Source: an optimization exercise on an open RTL-to-GDS flow (aim: small area, a short achievable clock period and few clock cycles). Production flows keep margins and buffers that such runs may drop.
In this exercise RTL edits were held to simulation tests only and were not proved equivalent to the original.
Power figures rest on the tool's default switching activity, not on a simulated workload.

==> flow/design.v <==
`timescale 1ns / 1ps
module decode(
	input [31:0] instr,
	output [51:0] instrbus,
	output RegWrite,
	output MemWrite,
	output Branch,
	output [4:0] A1,
	output [4:0] A2,
	output [4:0] A3,
	output [15:0] imm,
	output ALUmux,
	output isdm,
	output [2:0] tuse_rs,
	output [2:0] tuse_rt,
	output [2:0] tnew
	);
wire [4:0] rs;
wire [4:0] rt;
wire [4:0] rd;
wire [5:0] op;
wire [5:0] fuction;
assign rs=instr[25:21];
assign rt=instr[20:16];
assign rd=instr[15:11];
assign op=instr[31:26];
assign fuction=instr[5:0];
wire addu=((op==6'b000000)&&(fuction==6'b100001));
wire add=((op==6'b000000)&&(fuction==6'b100000));
wire subu=((op==6'b000000)&&(fuction==6'b100011));
wire sub=((op==6'b000000)&&(fuction==6'b100010));
wire ori=(op==6'b001101);
wire lw=(op==6'b100011);
wire sw=(op==6'b101011);
wire beq=(op==6'b000100);
wire bltz=((op==6'b000001)&&(rt==5'b00000));
wire bgez=((op==6'b000001)&&(rt==5'b00001));
wire bgtz=(op==6'b000111);
wire blez=(op==6'b000110);
wire bne=(op==6'b000101);
wire lui=(op==6'b001111);
wire j=(op==6'b000010);
wire jal=(op==6'b000011);
wire jr=((op==6'b000000)&&(fuction==6'b001000));
wire jalr=((op==6'b000000)&&(fuction==6'b001001));
wire addi=(op==6'b001000);
wire addiu=(op==6'b001001);
wire org=((op==6'b000000)&&(fuction==6'b100101)); 
wire nop=(instr==8'h000000);
wire bgezall=((op==6'b000001)&&(rt==5'b10011));
wire andg=((op==6'b000000)&&(fuction==6'b100100));
wire andi=(op==6'b001100);
wire xorg=((op==6'b000000)&&(fuction==6'b100110));
wire xori=(op==6'b001110);
wire norg=((op==6'b000000)&&(fuction==6'b100111));
wire slt=((op==6'b000000)&&(fuction==6'b101010));
wire sltu=((op==6'b000000)&&(fuction==6'b101011));
wire slti=(op==6'b001010);
wire sltiu=(op==6'b001011);
wire sll=((op==6'b000000)&&(fuction==6'b000000));
wire sllv=((op==6'b000000)&&(fuction==6'b000100));
wire srl=((op==6'b000000)&&(fuction==6'b000010));
wire srlv=((op==6'b000000)&&(fuction==6'b000110));
wire sra=((op==6'b000000)&&(fuction==6'b000011));
wire srav=((op==6'b000000)&&(fuction==6'b000111));
wire lb=(op==6'b100000);
wire lbu=(op==6'b100100);
wire lh=(op==6'b100001);
wire lhu=(op==6'b100101);
wire sb=(op==6'b101000);
wire sh=(op==6'b101001);
wire mult=((op==6'b000000)&&(fuction==6'b011000));
wire multu=((op==6'b000000)&&(fuction==6'b011001));
wire div=((op==6'b000000)&&(fuction==6'b011010));
wire divu=((op==6'b000000)&&(fuction==6'b011011));
wire mfhi=((op==6'b000000)&&(fuction==6'b010000));
wire mflo=((op==6'b000000)&&(fuction==6'b010010));
wire mthi=((op==6'b000000)&&(fuction==6'b010001));
wire mtlo=((op==6'b000000)&&(fuction==6'b010011));
assign instrbus={addu,subu,ori,lw,sw,beq,lui,j,jal,jr,nop,addi,org,add,jalr,bltz,bgezall,sub,addiu,andg,andi,xorg,xori,norg,slt,slti,sltiu,sltu,sll,sllv,srl,srlv,sra,srav,bne,blez,bgtz,bgez,lb,lbu,lh,lhu,sb,sh,mult,multu,div,divu,mfhi,mflo,mthi,mtlo};
assign RegWrite=(addu||subu||ori||lw||lui||jal||addi||org||add||jalr||bgezall||sub||addiu||andg||andi||xorg||xori||norg||slt||slti||sltiu||sltu||sll||sllv||srl||srlv||sra||srav||lb||lbu||lh||lhu||mfhi||mflo);
assign MemWrite=(sw||sb||sh);
assign Branch=beq;
assign ALUmux=(ori||lw||sw||lui||addi||addiu||andi||xori||slti||sltiu||lb||lbu||lh||lhu||sb||sh);
assign isdm=(mult||multu||div||divu||mfhi||mflo||mthi||mtlo);
assign A1=(instr[25:21]);
assign A2=(instr[20:16]);
assign A3=(addu||subu||org||add||jalr||sub||andg||xorg||norg||slt||sltu||sll||sllv||srl||srlv||sra||srav||mfhi||mflo)?(instr[15:11]):
			(jal||bgezall)?(5'b11111) : 
			(ori||lw||lui||addi||addiu||andi||xori||slti||sltiu||lb||lbu||lh||lhu)?(instr[20:16]):0; 
assign imm=instr[15:0];			
assign tuse_rs=(addu||subu||ori||lw||lb||lbu||lh||lhu||sw||sb||sh||addi||org||add||sub||addiu||andg||andi||xorg||xori||norg||slt||slti||sltiu||sltu||sllv||srlv||srav||mult||multu||div||divu||mthi||mtlo)? 1 : 
					(beq||jr||jalr||bltz||bgezall||bgez||bgtz||blez||bne)? 0 : 6 ;
assign tuse_rt=(sw||sb||sh)? 2 :
					(addu||subu||org||add||sub||andg||xorg||norg||slt||sltu||sll||sllv||srl||srlv||sra||srav||mult||multu||div||divu)? 1 : 
					(beq||bne)? 0 : 6 ;
assign tnew=(lw||lb||lbu||lh||lhu)? 3 :
				(addu||subu||ori||lui||addi||org||add||sub||addiu||andg||andi||xorg||xori||norg||slt||slti||sltiu||sltu||sll||sllv||srl||srlv||sra||srav||mfhi||mflo)? 2 : 
				(jal||jalr||bgezall)? 1 : 0;
endmodule
`timescale 1ns / 1ps
module IM_RF(
	input [31:0] instr,
	input [51:0] instrbus,
	input [31:0] pc,
	input [31:0] pc8,
	output reg [31:0] instrF,
	output reg [31:0] pcF,
	output reg [31:0] pc8F,
	input clk,
	input reset,
	input stall,
	input xiao
    );
wire [31:0] instrFL=instrF;
wire [31:0] pcFL=pcF;
wire [31:0] pc8FL=pc8F;
wire addu,subu,ori,lw,sw,beq,lui,j,jal,jr,nop,addi,org,add,jalr,bltz,bgezall,sub,addiu,andg,andi,xorg,xori,norg,slt,slti,sltiu,sltu,sll,sllv,srl,srlv,sra,srav,bne,blez,bgtz,bgez,lb,lbu,lh,lhu,sb,sh,mult,multu,div,divu,mfhi,mflo,mthi,mtlo;
assign {addu,subu,ori,lw,sw,beq,lui,j,jal,jr,nop,addi,org,add,jalr,bltz,bgezall,sub,addiu,andg,andi,xorg,xori,norg,slt,slti,sltiu,sltu,sll,sllv,srl,srlv,sra,srav,bne,blez,bgtz,bgez,lb,lbu,lh,lhu,sb,sh,mult,multu,div,divu,mfhi,mflo,mthi,mtlo}=instrbus;
always@(posedge clk)
begin
	if(reset)
	begin
		instrF<=0;
		pcF<=0;
		pc8F<=0;
	end
	else if(stall)
	begin
	instrF<=instrFL;
	pcF<=pcFL;
	pc8F<=pc8FL;
	end
	else if(xiao&&bgezall)
	begin
		instrF<=0;
		pcF<=0;
		pc8F<=0;
	end
	else
	begin
		instrF<=instr;
		pcF<=pc;
		pc8F<=pc8;
	end
end
endmodule
`timescale 1ns / 1ps
module RF_EX(
	input clk,
	input reset,
	input [31:0]immout,
	input [51:0] instrbus,
	input [31:0] RD1,
	input [31:0] RD2,
	input RegWrite, 
   input MemWrite, 
	input ALUmux,
	input [31:0] pc,
	input [31:0] pc8,
	input [4:0] A3,
	input [4:0] A1,
	input [4:0] A2,
	input [2:0] tnew,
	input [31:0] instr,
	input stall,
	output reg [31:0] immoutD,
	output reg [51:0] instrbusD,
	output reg [31:0] RD1D,
	output reg [31:0] RD2D,
	output reg RegWriteD, 
   output reg MemWriteD, 
	output reg ALUmuxD,
	output reg [31:0] pcD,
	output reg [31:0] pc8D,
	output reg [4:0] A3D,
	output reg [4:0] A1D,
	output reg [4:0] A2D,
	output reg [2:0] tnewD,
	output reg [31:0] instrD
    );
always@(posedge clk)
begin
	if(reset||stall)
	begin
	immoutD<=0;
	instrbusD<=0;
	RD1D<=0;
	RD2D<=0;
	RegWriteD<=0;
	MemWriteD<=0;
	ALUmuxD<=0;
	pcD<=0;
	pc8D<=0;
	A3D<=0;
	A1D<=0;
	A2D<=0;
	tnewD<=0;
	instrD<=0;
	end
	else
	begin
	immoutD<=immout;
	instrbusD<=instrbus;
	RD1D<=RD1;
	RD2D<=RD2;
	RegWriteD<=RegWrite;
	MemWriteD<=MemWrite;
	ALUmuxD<=ALUmux;
	pcD<=pc;
	pc8D<=pc8;
	A3D<=A3;
	A1D<=A1;
	A2D<=A2;
	instrD<=instr;
	if(tnew>0)
	tnewD<=tnew-1;
	else
	tnewD<=0;
	end
end
endmodule
`timescale 1ns / 1ps
module EX_DM(
	input clk,
	input reset,
	input [51:0] instrbus,
	input [31:0] RD1,
	input [31:0] RD2,
	input [31:0] ALUOUT,
	input RegWrite, 
   input MemWrite,
	input [31:0] pc,
	input [31:0] pc8,
	input [4:0] A3,
	input [4:0] A2,
	input [31:0] regdata,
	input [2:0] tnew,
	output reg [51:0] instrbusE,
	output reg [31:0] RD1E,
	output reg [31:0] RD2E,
	output reg [31:0] ALUOUTE,
	output reg RegWriteE, 
   output reg MemWriteE,
	output reg [31:0] pcE,
	output reg [31:0] pc8E,
	output reg [4:0] A3E,
	output reg [4:0] A2E,
	output reg [31:0] regdataE,
	output reg [2:0] tnewE
    );
always@(posedge clk)
begin
	if(reset)
	begin
	instrbusE<=0;
	RD1E<=0;
	RD2E<=0;
	ALUOUTE<=0;
	RegWriteE<=0;
	MemWriteE<=0;
	A3E<=0;
	regdataE<=0;
	A2E<=0;
	pcE<=0;
	pc8E<=0;
	tnewE<=0;
	end
	else
	begin
	instrbusE<=instrbus;
	RD1E<=RD1;
	RD2E<=RD2;
	ALUOUTE<=ALUOUT;
	RegWriteE<=RegWrite;
	MemWriteE<=MemWrite;
	A3E<=A3;
	A2E<=A2;
	regdataE<=regdata;
	pcE<=pc;
	pc8E<=pc8;
	if(tnew>0)
	tnewE<=tnew-1;
	else
	tnewE<=0;
	end
end
endmodule
`timescale 1ns / 1ps
module DM_WB(
	input clk,
	input reset,
	input [51:0] instrbus,
	input RegWrite,
	input [31:0] pc,
	input [4:0] A3,
	input [31:0] regdata,
	output reg [51:0] instrbusM,
	output reg RegWriteM,
	output reg [31:0] pcM,
	output reg [4:0] A3M,
	output reg [31:0] regdataM
    );
always@(posedge clk)
begin
if(reset)
begin
	instrbusM<=0;
	RegWriteM<=0;
	pcM<=0;
	A3M<=0;
	regdataM<=0;
end
else
begin
	instrbusM<=instrbus;
	RegWriteM<=RegWrite;
	pcM<=pc;
	A3M<=A3;
	regdataM<=regdata;
end
end
endmodule
`timescale 1ns / 1ps
module ALU(
    input [31:0] RD1,
    input [31:0] RD2,
    output [31:0] OUT,
	 input [51:0] instrbus,
	 input [31:0] instr,
	 output [31:0] regdata,
	 input [31:0] pc8,
	 input [31:0] hi,
	 input [31:0] lo
    );
wire addu,subu,ori,lw,sw,beq,lui,j,jal,jr,nop,addi,org,add,jalr,bltz,bgezall,sub,addiu,andg,andi,xorg,xori,norg,slt,slti,sltiu,sltu,sll,sllv,srl,srlv,sra,srav,bne,blez,bgtz,bgez,lb,lbu,lh,lhu,sb,sh,mult,multu,div,divu,mfhi,mflo,mthi,mtlo;
assign {addu,subu,ori,lw,sw,beq,lui,j,jal,jr,nop,addi,org,add,jalr,bltz,bgezall,sub,addiu,andg,andi,xorg,xori,norg,slt,slti,sltiu,sltu,sll,sllv,srl,srlv,sra,srav,bne,blez,bgtz,bgez,lb,lbu,lh,lhu,sb,sh,mult,multu,div,divu,mfhi,mflo,mthi,mtlo}=instrbus;
wire [4:0] s;
assign s=(sll||srl||sra) ? instr[10:6] :
			(sllv||srlv||srav) ? RD1[4:0] :
			0;
assign OUT=(addu||lw||sw||addi||add||addiu||lb||lbu||lh||lhu||sb||sh)? RD1+RD2 :
				(subu||sub)? RD1-RD2 :
				(ori||org)? RD1|RD2 :
				(norg) ? (~(RD1|RD2)) :
				(slt&&(($signed(RD1))<($signed(RD2)))) ? 1 :
				(slti&&(($signed(RD1))<($signed(RD2)))) ? 1 :
				((sltiu||sltu)&&(RD1<RD2)) ? 1 :
				(andg||andi) ? RD1&RD2 :
				(xorg||xori) ? (RD1^RD2) :
				(sll||sllv) ? (RD2<<s) :
				(srl||srlv) ? (RD2>>s) :
				(sra||srav) ? ($signed(($signed(RD2))>>>s)) :
				(lui)? {RD2[15:0],{16{1'b0}}} :
				0;
assign regdata=(addu||subu||ori||lui||addi||org||add||sub||addiu||andg||andi||xorg||xori||norg||slt||slti||sltiu||sltu||sll||sllv||srl||srlv||sra||srav) ? OUT :
					(jal||jalr||bgezall)? pc8 :
					(mfhi)? hi :
					(mflo)? lo :
					0;
endmodule
`timescale 1ns / 1ps
module another(
	input [15:0] imm,
	output [31:0] immout,
	input [51:0] instrbus,
	input [31:0] RD1,
	input [31:0] RD2,
	output EQU
    );
wire addu,subu,ori,lw,sw,beq,lui,j,jal,jr,nop,addi,org,add,jalr,bltz,bgezall,sub,addiu,andg,andi,xorg,xori,norg,slt,slti,sltiu,sltu,sll,sllv,srl,srlv,sra,srav,bne,blez,bgtz,bgez,lb,lbu,lh,lhu,sb,sh,mult,multu,div,divu,mfhi,mflo,mthi,mtlo;
assign {addu,subu,ori,lw,sw,beq,lui,j,jal,jr,nop,addi,org,add,jalr,bltz,bgezall,sub,addiu,andg,andi,xorg,xori,norg,slt,slti,sltiu,sltu,sll,sllv,srl,srlv,sra,srav,bne,blez,bgtz,bgez,lb,lbu,lh,lhu,sb,sh,mult,multu,div,divu,mfhi,mflo,mthi,mtlo}=instrbus;
assign immout=(lw||lb||lbu||lh||lhu||sw||sb||sh||beq||j||jr||jal||addi||bltz||bne||blez||bgtz||bgez||bgezall||addiu||slti||sltiu)? {{16{imm[15]}},imm} : {{16{1'b0}},imm};
assign EQU=(RD1==RD2)? 1 : 0;
endmodule
`timescale 1ns / 1ps
module zhuanfa(
    input [31:0] rsyuanRF,
    input [31:0] rtyuanRF,
    input [4:0] rsARF,
    input [4:0] rtARF,
    input [4:0] A3D,
    input [4:0] A3E,
	 input [4:0] A3M,
	 input [31:0] regdataD,
	 input [31:0] regdataE,
	 input [31:0] regdataM,
    output [31:0] rsrealRF,
    output [31:0] rtrealRF,
	 input [31:0] rsyuanEX,
    input [31:0] rtyuanEX,
    input [4:0] rsAEX,
    input [4:0] rtAEX,
    output [31:0] rsrealEX,
    output [31:0] rtrealEX,
	 input [31:0] rtyuanDM,
	 input [4:0] rtADM,
	 output [31:0] rtrealDM,
	 input [2:0] tuse_rs,
	 input [2:0] tuse_rt,
	 input [2:0] tnewD,
	 input [2:0] tnewE,
	 output stall,
	 input start,
	 input busy,
	 input isdm,
	 input [2:0] tnewEDM
    );
assign rsrealRF=((rsARF==A3D)&&(A3D!=0)&&(tnewD==0))? regdataD:
					((rsARF==A3E)&&(A3E!=0)&&(tnewE==0)) ? regdataE:
					rsyuanRF;
assign rtrealRF=((rtARF==A3D)&&(A3D!=0)&&(tnewD==0))? regdataD:
					((rtARF==A3E)&&(A3E!=0)&&(tnewE==0)) ? regdataE:
					rtyuanRF;
assign rsrealEX=((rsAEX==A3E)&&(A3E!=0)&&(tnewEDM==0)) ? regdataE:
					((rsAEX==A3M)&&(A3M!=0)) ? regdataM:
					rsyuanEX;
assign rtrealEX=((rtAEX==A3E)&&(A3E!=0)&&(tnewEDM==0)) ? regdataE:
					((rtAEX==A3M)&&(A3M!=0)) ? regdataM:
					rtyuanEX;
assign rtrealDM=((rtADM==A3M)&&(A3M!=0)) ? regdataM : rtyuanDM;
wire D=(((rsARF==A3D)||(rtARF==A3D))&&(A3D!=0))&&((tuse_rs<tnewD)||(tuse_rt<tnewD));
wire E=(((rsARF==A3E)||(rtARF==A3E))&&(A3E!=0))&&((tuse_rs<tnewE)||(tuse_rt<tnewE));
wire G=((isdm)&&(start||busy));
assign stall=D||E||G;
endmodule
`timescale 1ns / 1ps
module md(
	input [51:0] instrbus,
	input [31:0] RD1,
	input [31:0] RD2,
	output reg busy,
	output start,
	output [31:0] hi,
	output [31:0] lo,
	input clk,
	input reset
    );
reg [63:0] temp;
reg [31:0] count;
assign {hi,lo}=temp;
wire addu,subu,ori,lw,sw,beq,lui,j,jal,jr,nop,addi,org,add,jalr,bltz,bgezall,sub,addiu,andg,andi,xorg,xori,norg,slt,slti,sltiu,sltu,sll,sllv,srl,srlv,sra,srav,bne,blez,bgtz,bgez,lb,lbu,lh,lhu,sb,sh,mult,multu,div,divu,mfhi,mflo,mthi,mtlo;
assign {addu,subu,ori,lw,sw,beq,lui,j,jal,jr,nop,addi,org,add,jalr,bltz,bgezall,sub,addiu,andg,andi,xorg,xori,norg,slt,slti,sltiu,sltu,sll,sllv,srl,srlv,sra,srav,bne,blez,bgtz,bgez,lb,lbu,lh,lhu,sb,sh,mult,multu,div,divu,mfhi,mflo,mthi,mtlo}=instrbus;
assign start=(mult||multu||div||divu) ? 1 : 0;
reg [31:0] RD1R;
reg [31:0] RD2R;
reg [3:0] instr_r;
wire mult_r,multu_r,div_r,divu_r;
assign {mult_r,multu_r,div_r,divu_r}=instr_r;
reg [31:0] dq;       
reg [31:0] dr;       
reg negq;
reg negr;
wire sdiv_a=div&&RD1[31];
wire sdiv_b=div&&RD2[31];
wire [32:0] dtry={dr[31:0],dq[31]}-{1'b0,RD2R};
wire [31:0] qfin=negq ? (~dq+1) : dq;
wire [31:0] rfin=negr ? (~dr+1) : dr;
always@(posedge clk)
begin
if(reset)
	begin
	temp<=0;
	count<=0;
	RD1R<=0;
	RD2R<=0;
	busy<=0;
	instr_r<=0;
	dq<=0;
	dr<=0;
	negq<=0;
	negr<=0;
	end
else if((start)&&(count==0))
	begin
	busy<=1;
	count<=count+1;
	RD1R<=RD1;
	RD2R<=(div&&RD2[31]) ? (~RD2+1) : RD2;
	instr_r<={mult,multu,div,divu};
	dq<=sdiv_a ? (~RD1+1) : RD1;
	dr<=0;
	negq<=sdiv_a^sdiv_b;
	negr<=sdiv_a;
	end
else if((busy==1)&&(count==5)&&(mult_r))
	begin
	busy<=0;
	count<=0;
	temp<=(($signed(RD1R))*($signed(RD2R)));
	instr_r<=0;
	end
else if((busy)&&(count==5)&&(multu_r))
	begin
	busy<=0;
	count<=0;
	temp<=RD1R*RD2R;
	instr_r<=0;
	end
else if((busy)&&(count==33)&&(div_r||divu_r))
	begin
	busy<=0;
	count<=0;
	instr_r<=0;
	if(RD2R!=0)
		begin
		temp[31:0]<=qfin;
		temp[63:32]<=rfin;
		end
	end
else if((busy)&&(div_r||divu_r))
	begin
	count<=count+1;
	if(dtry[32])
		begin
		dr<={dr[30:0],dq[31]};
		dq<={dq[30:0],1'b0};
		end
	else
		begin
		dr<=dtry[31:0];
		dq<={dq[30:0],1'b1};
		end
	end
else if(busy==1)
	count<=count+1;
else if(mthi)
	begin
	count<=0;
	instr_r<=0;
	temp[63:32]<=RD1;
	end
else if(mtlo)
	begin
	count<=0;
	instr_r<=0;
	temp[31:0]<=RD1;
	end
else
	begin
	count<=0;
	instr_r<=0;
	end
end
endmodule
`timescale 1ns / 1ps
module GRF(
    input [4:0] A1,
    input [4:0] A2,
	 input [4:0] A3,
	 output [31:0] RD1,
	 output [31:0] RD2,
	 input [31:0] WD,
	 input [31:0] pc,
	 input clk,
	 input reset
    );
reg [31:0] rst [0:31];
integer i;
always@(posedge clk)
begin
	if(reset)
	begin
		for(i=0;i<=31;i=i+1)
		begin
			rst[i]<=0;
		end
	end
	else if(A3!=0)
	begin
	rst[A3]<=WD;
	end
end
assign RD1=((A1==A3)&&(A3!=0))? WD : rst[A1];
assign RD2=((A2==A3)&&(A3!=0))? WD : rst[A2];
endmodule
`timescale 1ns / 1ps
module IFU(
    input [31:0] imm,
	 input [31:0] instr,
	 input [31:0] RD1,
	 input [31:0] RD2,
	 input [31:0] pcRF,
    input clk,
    input reset,
    input Branch,
    input EQU,
	 input stall,
    output [31:0] out,
	 output [31:0] pc8,
	 output [31:0] wpc,
	 output xiao,
	 input [51:0] instrbus,
	 output [31:0] i_pc,
	 input [31:0] i_instr
    );
reg [31:0] pc;
assign pc8=pc+8;
assign wpc=pc;
wire addu,subu,ori,lw,sw,beq,lui,j,jal,jr,nop,addi,org,add,jalr,bltz,bgezall,sub,addiu,andg,andi,xorg,xori,norg,slt,slti,sltiu,sltu,sll,sllv,srl,srlv,sra,srav,bne,blez,bgtz,bgez,lb,lbu,lh,lhu,sb,sh,mult,multu,div,divu,mfhi,mflo,mthi,mtlo;
assign {addu,subu,ori,lw,sw,beq,lui,j,jal,jr,nop,addi,org,add,jalr,bltz,bgezall,sub,addiu,andg,andi,xorg,xori,norg,slt,slti,sltiu,sltu,sll,sllv,srl,srlv,sra,srav,bne,blez,bgtz,bgez,lb,lbu,lh,lhu,sb,sh,mult,multu,div,divu,mfhi,mflo,mthi,mtlo}=instrbus;
assign xiao=(($signed(RD1))<($signed(0)))? 1 : 0;
wire dayu=(($signed(RD1))>=($signed(0))) ? 1 : 0;
wire da=(($signed(RD1))>($signed(0))) ? 1 : 0;
wire xiaoyu=(($signed(RD1))<=($signed(0)))? 1 : 0;
wire budeng=(RD1!=RD2)? 1 : 0;
wire [31:0] npc;
assign npc=(stall) ? pc :
				(EQU&&Branch)? (pcRF+4+(imm<<2)):
				(bltz&&xiao)? (pcRF+4+(imm<<2)):
				(dayu&&bgezall)? (pcRF+4+(imm<<2)):
				(dayu&&bgez) ? (pcRF+4+(imm<<2)):
				(da&&bgtz) ? (pcRF+4+(imm<<2)):
				(xiaoyu&&blez) ? (pcRF+4+(imm<<2)):
				(budeng&&bne) ? (pcRF+4+(imm<<2)):
				(j||jal) ? {pcRF[31:28],instr[25:0],{2{1'b0}}}:
				(jr||jalr)? RD1 : pc+4;
always@(posedge clk)
begin
	if(reset)
	pc<=32'h00003000;
	else
	pc<=npc;
end
assign i_pc=pc;
assign out=i_instr;
endmodule
`timescale 1ns / 1ps
module DM(
    input [31:0] A,
    output [31:0] RD,
    input [31:0] WD,
	 input [31:0] pc,
	 input [31:0] regdata,
	 input [51:0] instrbus,
	 input [4:0] A3,
	 output [4:0] A3DM,
	 output [31:0] regdataDM,
    input WE,
    input clk,
    input reset,
	 output [31:0] m_addr,
	 output [31:0] m_wdata,
	 output [3:0] m_be,
	 input [31:0] m_rdata
    );
assign A3DM=A3;
wire addu,subu,ori,lw,sw,beq,lui,j,jal,jr,nop,addi,org,add,jalr,bltz,bgezall,sub,addiu,andg,andi,xorg,xori,norg,slt,slti,sltiu,sltu,sll,sllv,srl,srlv,sra,srav,bne,blez,bgtz,bgez,lb,lbu,lh,lhu,sb,sh,mult,multu,div,divu,mfhi,mflo,mthi,mtlo;
assign {addu,subu,ori,lw,sw,beq,lui,j,jal,jr,nop,addi,org,add,jalr,bltz,bgezall,sub,addiu,andg,andi,xorg,xori,norg,slt,slti,sltiu,sltu,sll,sllv,srl,srlv,sra,srav,bne,blez,bgtz,bgez,lb,lbu,lh,lhu,sb,sh,mult,multu,div,divu,mfhi,mflo,mthi,mtlo}=instrbus;
assign m_addr=A;
assign m_wdata=(sb)? {4{WD[7:0]}} :
				(sh)? {2{WD[15:0]}} :
				WD;
assign m_be=(!WE)? 4'b0000 :
				(sw)? 4'b1111 :
				(sb)? (4'b0001<<A[1:0]) :
				(sh)? ((A[1]==0)? 4'b0011 : 4'b1100) :
				4'b0000;
wire [31:0] RDword;
assign RDword=m_rdata;
wire [31:0] lbout;
assign lbout=(A[1:0]==0) ? {{24{RDword[7]}},RDword[7:0]} :
				(A[1:0]==1) ? {{24{RDword[15]}},RDword[15:8]} :
				(A[1:0]==2) ? {{24{RDword[23]}},RDword[23:16]} :
				(A[1:0]==3) ? {{24{RDword[31]}},RDword[31:24]} : 0;
wire [31:0] lbuout;
assign lbuout=(A[1:0]==0) ? {{24{1'b0}},RDword[7:0]} :
				(A[1:0]==1) ? {{24{1'b0}},RDword[15:8]} :
				(A[1:0]==2) ? {{24{1'b0}},RDword[23:16]} :
				(A[1:0]==3) ? {{24{1'b0}},RDword[31:24]} : 0;
wire [31:0] lhout;
assign lhout=((A[1:0]==0)||(A[1:0]==1))?{{16{RDword[15]}},RDword[15:0]} : 
				((A[1:0]==2)||(A[1:0]==3)) ?{{16{RDword[31]}},RDword[31:16]} : 0;
wire [31:0] lhuout;
assign lhuout=((A[1:0]==0)||(A[1:0]==1))?{{16{1'b0}},RDword[15:0]} : 
				((A[1:0]==2)||(A[1:0]==3)) ?{{16{1'b0}},RDword[31:16]} : 0;
assign RD=(lw) ? RDword :
			(lb)? lbout :
			(lbu) ? lbuout :
			(lh) ? lhout :
			(lhu) ?lhuout :
			0;
assign regdataDM=(addu||subu||ori||lui||jal||addi||org||add||jalr||bgezall||sub||addiu||andg||andi||xorg||xori||norg||slt||slti||sltiu||sltu||sll||sllv||srl||srlv||sra||srav||mfhi||mflo)? regdata:
				(lw||lb||lbu||lh||lhu) ? RD : 0;
endmodule
`timescale 1ns / 1ps
module mips(
	input clk,
	input reset,
	output [31:0] i_pc,
	input [31:0] i_instr,
	output [31:0] m_addr,
	output [31:0] m_wdata,
	output [3:0] m_be,
	input [31:0] m_rdata,
	output w_en,
	output [4:0] w_reg,
	output [31:0] w_data,
	output [31:0] w_pc
    );
wire [31:0] immoutRF;
wire [31:0] instrF;
wire [31:0] RD1RF;
wire BranchRF;
wire EQURF;
wire [31:0] instr;
wire [31:0] pc8;
wire [31:0] wpc;
wire [51:0] instrbusRF;
wire stall;
wire [31:0] rsrealRF;
wire [31:0] rtrealRF;
wire [31:0] pcF;
wire xiao;
IFU ifu (
    .imm(immoutRF), 
    .instr(instrF), 
    .RD1(rsrealRF), 
	 .RD2(rtrealRF),
    .clk(clk), 
    .reset(reset), 
    .Branch(BranchRF), 
    .EQU(EQURF), 
    .out(instr), 
    .pc8(pc8), 
    .wpc(wpc),
	 .instrbus(instrbusRF),
	 .stall(stall),
	 .pcRF(pcF),
	 .xiao(xiao),
	 .i_pc(i_pc),
	 .i_instr(i_instr)
    );
wire [31:0] pc8F;
IM_RF im_rf(
    .instr(instr), 
    .pc(wpc), 
    .pc8(pc8), 
    .instrF(instrF), 
    .pcF(pcF), 
    .pc8F(pc8F), 
    .clk(clk), 
    .reset(reset),
	 .stall(stall),
	 .xiao(xiao),
	 .instrbus(instrbusRF)
    );
wire RegWriteRF;
wire MemWriteRF;
wire [4:0] A1;
wire [4:0] A2;
wire [4:0] A3RF;
wire ALUmuxRF;
wire [15:0] imm;
wire [2:0] tuse_rsRF;
wire [2:0] tuse_rtRF;
wire [2:0] tnew;
wire [2:0] tnewD;
wire [2:0] tnewE;
wire isdm;
decode de (
    .instr(instrF), 
    .instrbus(instrbusRF), 
    .RegWrite(RegWriteRF), 
    .MemWrite(MemWriteRF), 
    .Branch(BranchRF), 
    .A1(A1), 
    .A2(A2), 
    .A3(A3RF),
	 .imm(imm),
	 .ALUmux(ALUmuxRF),
	 .isdm(isdm),
	 .tuse_rs(tuse_rsRF),
	 .tuse_rt(tuse_rtRF),
	 .tnew(tnew)
    );
wire [4:0] A3M;
wire [31:0] RD2RF;
wire [31:0] regdataM;
wire [31:0] pcM;
wire RegWriteM;
GRF grf (
    .A1(A1), 
    .A2(A2), 
    .A3(A3M), 
    .RD1(RD1RF), 
    .RD2(RD2RF), 
    .WD(regdataM), 
    .pc(pcM), 
    .clk(clk), 
    .reset(reset)
    );
wire [31:0] pc8D;
wire [4:0] A3D;
wire [4:0] A3E;
wire [31:0] regdataE;
wire busy;
wire start;
zhuanfa cmp (
    .rsyuanRF(RD1RF), 
    .rtyuanRF(RD2RF), 
    .rsARF(A1), 
    .rtARF(A2), 
    .A3D(A3D), 
    .A3E(A3E), 
    .A3M(A3M), 
    .regdataD(pc8D), 
    .regdataE(regdataE), 
    .regdataM(regdataM), 
    .rsrealRF(rsrealRF), 
    .rtrealRF(rtrealRF),
	 .tuse_rs(tuse_rsRF), 
    .tuse_rt(tuse_rtRF), 
    .tnewD(tnewD), 
    .tnewE(tnewE),  
    .stall(stall),
	 .busy(busy),
	 .start(start),
	 .isdm(isdm)
    );
another ano (
    .imm(imm), 
    .immout(immoutRF), 
    .instrbus(instrbusRF),
	 .RD1(rsrealRF),
	 .RD2(rtrealRF),
	 .EQU(EQURF)
    );
wire [31:0] immoutD;
wire [51:0] instrbusD;
wire [31:0] RD1D;
wire [31:0] RD2D;
wire RegWriteD;
wire MemWriteD;
wire ALUmuxD;
wire [31:0] pcD;
wire [4:0] A1D;
wire [4:0] A2D;
wire [31:0] instrD;
RF_EX rf_ex(
	.clk(clk),
	.reset(reset),
	.immout(immoutRF),
	.instrbus(instrbusRF),
	.RD1(rsrealRF),
	.RD2(rtrealRF),
	.RegWrite(RegWriteRF), 
   .MemWrite(MemWriteRF), 
	.ALUmux(ALUmuxRF),
	.pc(pcF),
	.pc8(pc8F),
	.A3(A3RF),
	.A1(A1),
	.A2(A2),
	.tnew(tnew),
	.stall(stall),
	.instr(instrF),
	.immoutD(immoutD),
	.instrbusD(instrbusD),
	.RD1D(RD1D),
	.RD2D(RD2D),
	.RegWriteD(RegWriteD), 
   .MemWriteD(MemWriteD), 
	.ALUmuxD(ALUmuxD),
	.pcD(pcD),
	.pc8D(pc8D),
	.A3D(A3D),
	.A1D(A1D),
	.A2D(A2D),
	.tnewD(tnewD),
	.instrD(instrD)
);
wire [31:0] ALURD2EX;
wire [31:0] ALUOUTEX;
wire [31:0] regdataEX;
wire [31:0] rsrealEX;
wire [31:0] rtrealEX;
wire [31:0] hi;
wire [31:0] lo;
zhuanfa ALU (
    .A3D(A3D), 
    .A3E(A3E), 
    .A3M(A3M), 
    .regdataE(regdataE), 
    .regdataM(regdataM),  
    .rsyuanEX(RD1D), 
    .rtyuanEX(RD2D), 
    .rsAEX(A1D), 
    .rtAEX(A2D), 
    .rsrealEX(rsrealEX), 
    .rtrealEX(rtrealEX),
	 .tnewEDM(tnewE)
    );
assign ALURD2EX=(ALUmuxD==1)?immoutD:rtrealEX;
ALU alu (
    .RD1(rsrealEX), 
    .RD2(ALURD2EX), 
    .OUT(ALUOUTEX),
	 .pc8(pc8D),
	 .regdata(regdataEX),
    .instrbus(instrbusD),
	 .instr(instrD),
	 .hi(hi),
	 .lo(lo)
    );
md md (
    .instrbus(instrbusD), 
    .RD1(rsrealEX), 
    .RD2(ALURD2EX), 
    .busy(busy), 
    .start(start), 
    .hi(hi), 
    .lo(lo), 
    .clk(clk), 
    .reset(reset)
    );
wire [51:0] instrbusE;
wire [31:0] RD1E;
wire [31:0] RD2E;
wire [31:0] ALUOUTE;
wire RegWriteE;
wire MemWriteE;
wire [31:0] pcE;
wire [31:0] pc8E;
wire [4:0] A2E;
EX_DM ex_dm(
	.clk(clk),
	.reset(reset),
	.instrbus(instrbusD),
	.RD1(rsrealEX),
	.RD2(rtrealEX),
	.ALUOUT(ALUOUTEX),
	.RegWrite(RegWriteD), 
   .MemWrite(MemWriteD), 
	.pc(pcD),
	.pc8(pc8D),
	.A3(A3D),
	.A2(A2D),
	.regdata(regdataEX),
	.tnew(tnewD),
	.instrbusE(instrbusE),
	.RD1E(RD1E),
	.RD2E(RD2E),
	.ALUOUTE(ALUOUTE),
	.RegWriteE(RegWriteE), 
   .MemWriteE(MemWriteE),
	.pcE(pcE),
	.pc8E(pc8E),
	.A3E(A3E),
	.A2E(A2E),
	.regdataE(regdataE),
	.tnewE(tnewE)
);
wire [31:0] regdataDM;
wire [31:0] RDDM;
wire [31:0] rtrealDM;
wire [4:0] A3DM;
zhuanfa dmf (
    .A3M(A3M), 
    .regdataE(regdataE), 
    .regdataM(regdataM), 
    .rtyuanDM(RD2E), 
    .rtADM(A2E), 
    .rtrealDM(rtrealDM)
    );
DM dm (
	.instrbus(instrbusE),
	.regdata(regdataE),
	.regdataDM(regdataDM),
    .A(ALUOUTE), 
    .RD(RDDM), 
    .WD(rtrealDM), 
    .pc(pcE), 
    .WE(MemWriteE), 
    .clk(clk),
    .reset(reset),
	 .A3DM(A3DM),
	 .A3(A3E),
	 .m_addr(m_addr),
	 .m_wdata(m_wdata),
	 .m_be(m_be),
	 .m_rdata(m_rdata)
    );
wire [51:0] instrbusM;
DM_WB dm_wb(
	.clk(clk),
	.reset(reset),
	.instrbus(instrbusE),
	.RegWrite(RegWriteE),  
	.pc(pcE),
	.A3(A3DM),
	.regdata(regdataDM),
	.instrbusM(instrbusM),
	.RegWriteM(RegWriteM), 
	.pcM(pcM),
	.A3M(A3M),
	.regdataM(regdataM)
);
assign w_en=(A3M!=0);
assign w_reg=A3M;
assign w_data=regdataM;
assign w_pc=pcM;
endmodule
==> flow/run.sh <==
#!/bin/bash
# synth_recipe.tcl (not shown) runs the flow's synth.tcl, then flattens the netlist and writes it again
# the make line also repeats each setting of config.mk as NAME=value (left out here)
make -C /OpenROAD-flow-scripts/flow DESIGN_CONFIG=/design/flow/config.mk WORK_HOME=/design/flow/orfs CLKGATE_MAP_FILE= SYNTH_SCRIPT=/design/flow/synth_recipe.tcl finish
==> flow/config.mk <==
export PLATFORM = sky130hd
export DESIGN_NAME = mips
export DESIGN_NICKNAME = mips
export VERILOG_FILES = /design/flow/design.v
export SDC_FILE = /design/flow/constraint.sdc
export NUM_CORES = 4
export LEC_CHECK = 0
export CAP_MARGIN = 20
export CORE_MARGIN = 2
export CORE_UTILIZATION = 40
export PLACE_DENSITY = 0.6
export SLEW_MARGIN = 20
==> flow/constraint.sdc <==
create_clock -name core_clock -period 12.0 [get_ports {clk}]
set_input_delay 2.4000 -clock core_clock [delete_from_list [all_inputs] [get_ports {clk}]]
set_output_delay 2.4000 -clock core_clock [all_outputs]
set_load 0.01 [all_outputs]
==> results.sh <==
export IMPL_clkTransAtPathRegs_ps=60
export IMPL_cts_buffers=206
export IMPL_hold_path_class="flip-flop to flip-flop"
export IMPL_wl_per_cell_um=30.8
export IMPL_grt_overflow=0
export IMPL_critPathMaxStageDelay_ps=1010
export IMPL_arrival_ps=10360
export IMPL_cts_buffer_depth=4
export IMPL_io_pins=236
export IMPL_maxSlewViolCount=0
export IMPL_worstReg2RegStart="md.RD2R[8]$_SDFFE_PP0P_"
export IMPL_tns_ps=0
export IMPL_synthArstFlopShare_pct=0
export IMPL_syn_area_mm2=0.158
export IMPL_die_h_um=632
export IMPL_slew_limit_headroom_pct=11.4
export IMPL_area_growth_pct=9.21
export IMPL_vias=129000
export IMPL_start_kind="flip-flop"
export IMPL_postCtsSetupRepairBufs=0
export IMPL_ys_seq_area_share_pct=29.9
export IMPL_cts_root_buffer="clkbuf_16"
export IMPL_numPortBuffers=235
export IMPL_peakVddDrop_mv=0.122
export IMPL_final_nets=17800
export IMPL_final_core_util_pct=43.9
export IMPL_yosys_area_top_type="edfxtp_1"
export IMPL_yosysTopAreaCellShare_pct=19.5
export IMPL_die_area_mm2=0.400
export IMPL_leakagePower_nw=67.9
export IMPL_yosysUniqueCellTypes=117
export IMPL_ys_ff_latch=1844
export IMPL_holdBufCountCts=0
export IMPL_route_detailed_drc=0
export IMPL_gp_congestion=1.06
export IMPL_synth_ff_type="edfxtp_1"
export IMPL_fin_crit_sh_pct=79.8
export IMPL_min_from="ex_dm.pcE[9]$_SDFF_PP0_"
export IMPL_wl_mm=647
export IMPL_antenna_found_initial=49
export IMPL_via_per_inst=6.15
export IMPL_firstDrtPassIters=7
export IMPL_drt_iter0_markers=16900
export IMPL_initial_core_util_pct=40.2
export IMPL_htreeDepth=4
export IMPL_required_ps=12790
export IMPL_rows=230
export IMPL_core_mm2=0.393
export IMPL_syn_avg_cell_area_um2=9.84
export IMPL_endpoint_kind="flip-flop"
export IMPL_ff_latch_area_mm2=0.0472
export IMPL_skew_ps=89.1
export IMPL_grt_total_usage_pct=31.9
export IMPL_nFillCells=37700
export IMPL_setup_viol=0
export IMPL_crit_path_start="md.RD2R[8]$_SDFFE_PP0P_"
export IMPL_cts_sinks=1844
export IMPL_worstMarginPinSlew_ps=1320
export IMPL_worstSetupPathType="flip-flop to flip-flop"
export IMPL_clock_latency_ps=910
export IMPL_period_minus_slack_ps=9570
export IMPL_grt_max_degree=130
export IMPL_cpMostUsedCell="fa_1"
export IMPL_die_w_um=632
export IMPL_cts_tree="built"
export IMPL_p_per_area_mw_per_mm2=129
export IMPL_crit_path_top_delay_cell="dfxtp_2"
export IMPL_synth_edf_count=1024
export IMPL_path_buf_inv=5
export IMPL_ant_nets=0
export IMPL_ys_warn_count=7
export IMPL_grt_pass1_wl_mm=928
export IMPL_drv_cap=0
export IMPL_post_dp_hpwl_mm=472
export IMPL_crit_fanout=35
export IMPL_rsz0062_at_grt="no"
export IMPL_timing_fmax_mhz=104
export IMPL_synth_area_leaders="edfxtp_1 19%, fa_1 19%, dfxtp_1 10%"
export IMPL_critPathTopFamily="adder cells"
export IMPL_drive_gt1_share_pct=10.2
export IMPL_status="timing/DRC/antenna clean"
export IMPL_multi_input_area_mm2=0.0984
export IMPL_grt_pass1_vias=127000
export IMPL_cts_resized=0
export IMPL_syn_inst=16000
export IMPL_hold_viol=0
==> sequential cells by signal (all words and copies together) (netlist names), 32 cells and up, named ones only <==
register	flops
dm_wb.pcM	32
dm_wb.regdataM	32
ex_dm.ALUOUTE	32
ex_dm.RD2E	32
ex_dm.instrbusE	37
ex_dm.pcE	32
ex_dm.regdataE	32
grf.rst	1024
ifu.pc	32
im_rf.instrF	32
im_rf.pc8F	32
md.RD1R	32
md.RD2R	32
md.count	32
md.dq	32
md.dr	32
md.temp	64
rf_ex.RD1D	32
rf_ex.RD2D	32
rf_ex.instrbusD	43
rf_ex.pcD	32
==> per-stage QoR <==
stage / total power, mW / instance area (um^2) / hold WS (ps) / cells / setup WS, ps
2_1_floorplan: 11.8 / 158000 / 414 / 16100 / 3590
3_5_place_dp: 15.5 / 166000 / 422 / 20700 / 2470
6_report: 22.3 / 172000 / 433 / 21000 / 2430
4_1_cts: 21.9 / 172000 / 436 / 21000 / 2450
3_3_place_gp: 15.5 / 166000 / 417 / 20700 / 2480
5_1_grt: 22.7 / 172000 / 449 / 21000 / 2110
==> cell usage after synthesis (all sizes together), types with 34 or more instances <==
library cell,instances
a2111oi,34
a211oi,171
a21o,133
a21oi,677
a221oi,41
a22o,89
a22oi,68
a311oi,84
a31oi,69
and2,515
and3,64
buf,296
clkbuf,999
dfxtp,820
edfxtp,1024
fa,1476
ha,588
inv,2014
mux2,37
mux2i,319
mux4,583
nand2,1540
nand2b,66
nand3,190
nand4,92
nor2,831
nor2b,151
nor3,1096
nor4,126
o211ai,148
o21ai,548
o21bai,44
o221ai,35
o22ai,73
o31ai,53
or2,39
or3,47
xnor2,290
xor2,168
==> final timing paths <==
path | slack [ps] | endpoint | cells after the start
setup / recovery | 2430 | md.temp[63]$_SDFFE_PP0P_ | 28
hold / removal | 430 | dm_wb.pcM[9]$_SDFF_PP0_ | 1
setup reg to reg | 2430 | md.temp[63]$_SDFFE_PP0P_ | 28
hold reg to reg | 430 | dm_wb.pcM[9]$_SDFF_PP0_ | 1
==> final cells by class <==
| type | instances | area share, % |
|---|---|---|
| timing repair buffer | 662 | 3.33 |
| tap | 5220 | 3.79 |
| multi-input combinational | 10900 | 57.1 |
| antenna | 22 | 0.0319 |
| sequential | 1844 | 27.4 |
| inverter | 2039 | 4.45 |
| clock inverter | 96 | 0.596 |
| clock buffer | 267 | 3.28 |
==> cell families (layout without fill, tap and decap cells) <==
group | after synthesis | count (layout) | synth area share [%]
simple gates | 4847 | 4847 | 14.6
buf+inv | 3334 | 3064 | 8.23
compound gates | 2556 | 2556 | 10.8
fa+ha+maj | 2064 | 2064 | 23.4
flops | 1844 | 1844 | 29.9
mux | 939 | 939 | 10.6
xor+xnor | 458 | 458 | 2.54
other cells | 1 | 55 | 0.00238
==> metal layers <==
layer / vias up / track usage (%) / wire length (um)
li1: 54300 / - / -
met1: 65800 / 43.3 / 255000
met2: 7652 / 47.0 / 276000
met3: 1586 / 7.82 / 73300
met4: 38 / 17.2 / 42900
met5: - / 0 / 248
==> report_power, final <==
| part | leakage [nW] | total [mW] | internal, mW | switching, mW |
|---|---|---|---|---|
| registers | 17.2 | 7.49 | 7.03 | 0.456 |
| clock network | 3.27 | 6.49 | 3.70 | 2.79 |
| logic | 47.4 | 8.31 | 2.63 | 5.68 |
| total | 67.9 | 22.3 | 13.4 | 8.93 |
==> worst register-to-register path, delay by kind of cell (launching register included) <==
| family | cells | cell delay, ps |
|---|---|---|
| fa+ha+maj | 9 | 4420 |
| compound gates | 9 | 2690 |
| flops | 1 | 1010 |
| simple gates | 4 | 970 |
| buf+inv | 5 | 280 |
| xor+xnor | 1 | 190 |
==> layout by cell type (no fill, tap or decap), drive strengths merged, types with 133 or more instances in the layout <==
| cell | instances |
|---|---|
| nand3 | 190 |
| and2 | 515 |
| o211ai | 148 |
| fa | 1476 |
| nor2 | 831 |
| a21o | 133 |
| inv | 2024 |
| edfxtp | 1024 |
| clkbuf | 267 |
| xor2 | 168 |
| clkdlybuf4s50 | 234 |
| xnor2 | 290 |
| mux4 | 583 |
| nor3 | 1096 |
| dfxtp | 820 |
| a21oi | 677 |
| a211oi | 171 |
| buf | 428 |
| ha | 588 |
| nand2 | 1540 |
| nor2b | 151 |
| o21ai | 548 |
| mux2i | 319 |
Testbench counts, summed over its fixed seeds: cycles 36,352.

## what the ideal ports hide
How much do the figures lean on ideal ports? The routed layout below was timed once more, with nothing changed but the port constraints.
Step 1: set_driving_cell puts a clkbuf_16 on clk and a buf_2 on each other input, an assumption about the parent block.
Step 2, shift: input delay + t, output delay - t, t = (earliest + latest rising clock arrival at the registers) / 2. This alone moves slack from input paths to output paths.
Slacks: ideal / step 1 / step 2; pairs: ideal / step 1.
t, ns: 0.988
setup slack, ns: 2.427 / 2.427 / 2.427
worst setup path after step 2: register to register
clock arrival spread, ns: 0.135 / 0.135
worst register clock-pin slew, ns: 0.08 / 0.08
After both steps this run still meets setup and hold. The setup slack of this run moves by 0.000 ns with the drivers and by 0.000 ns with both steps.
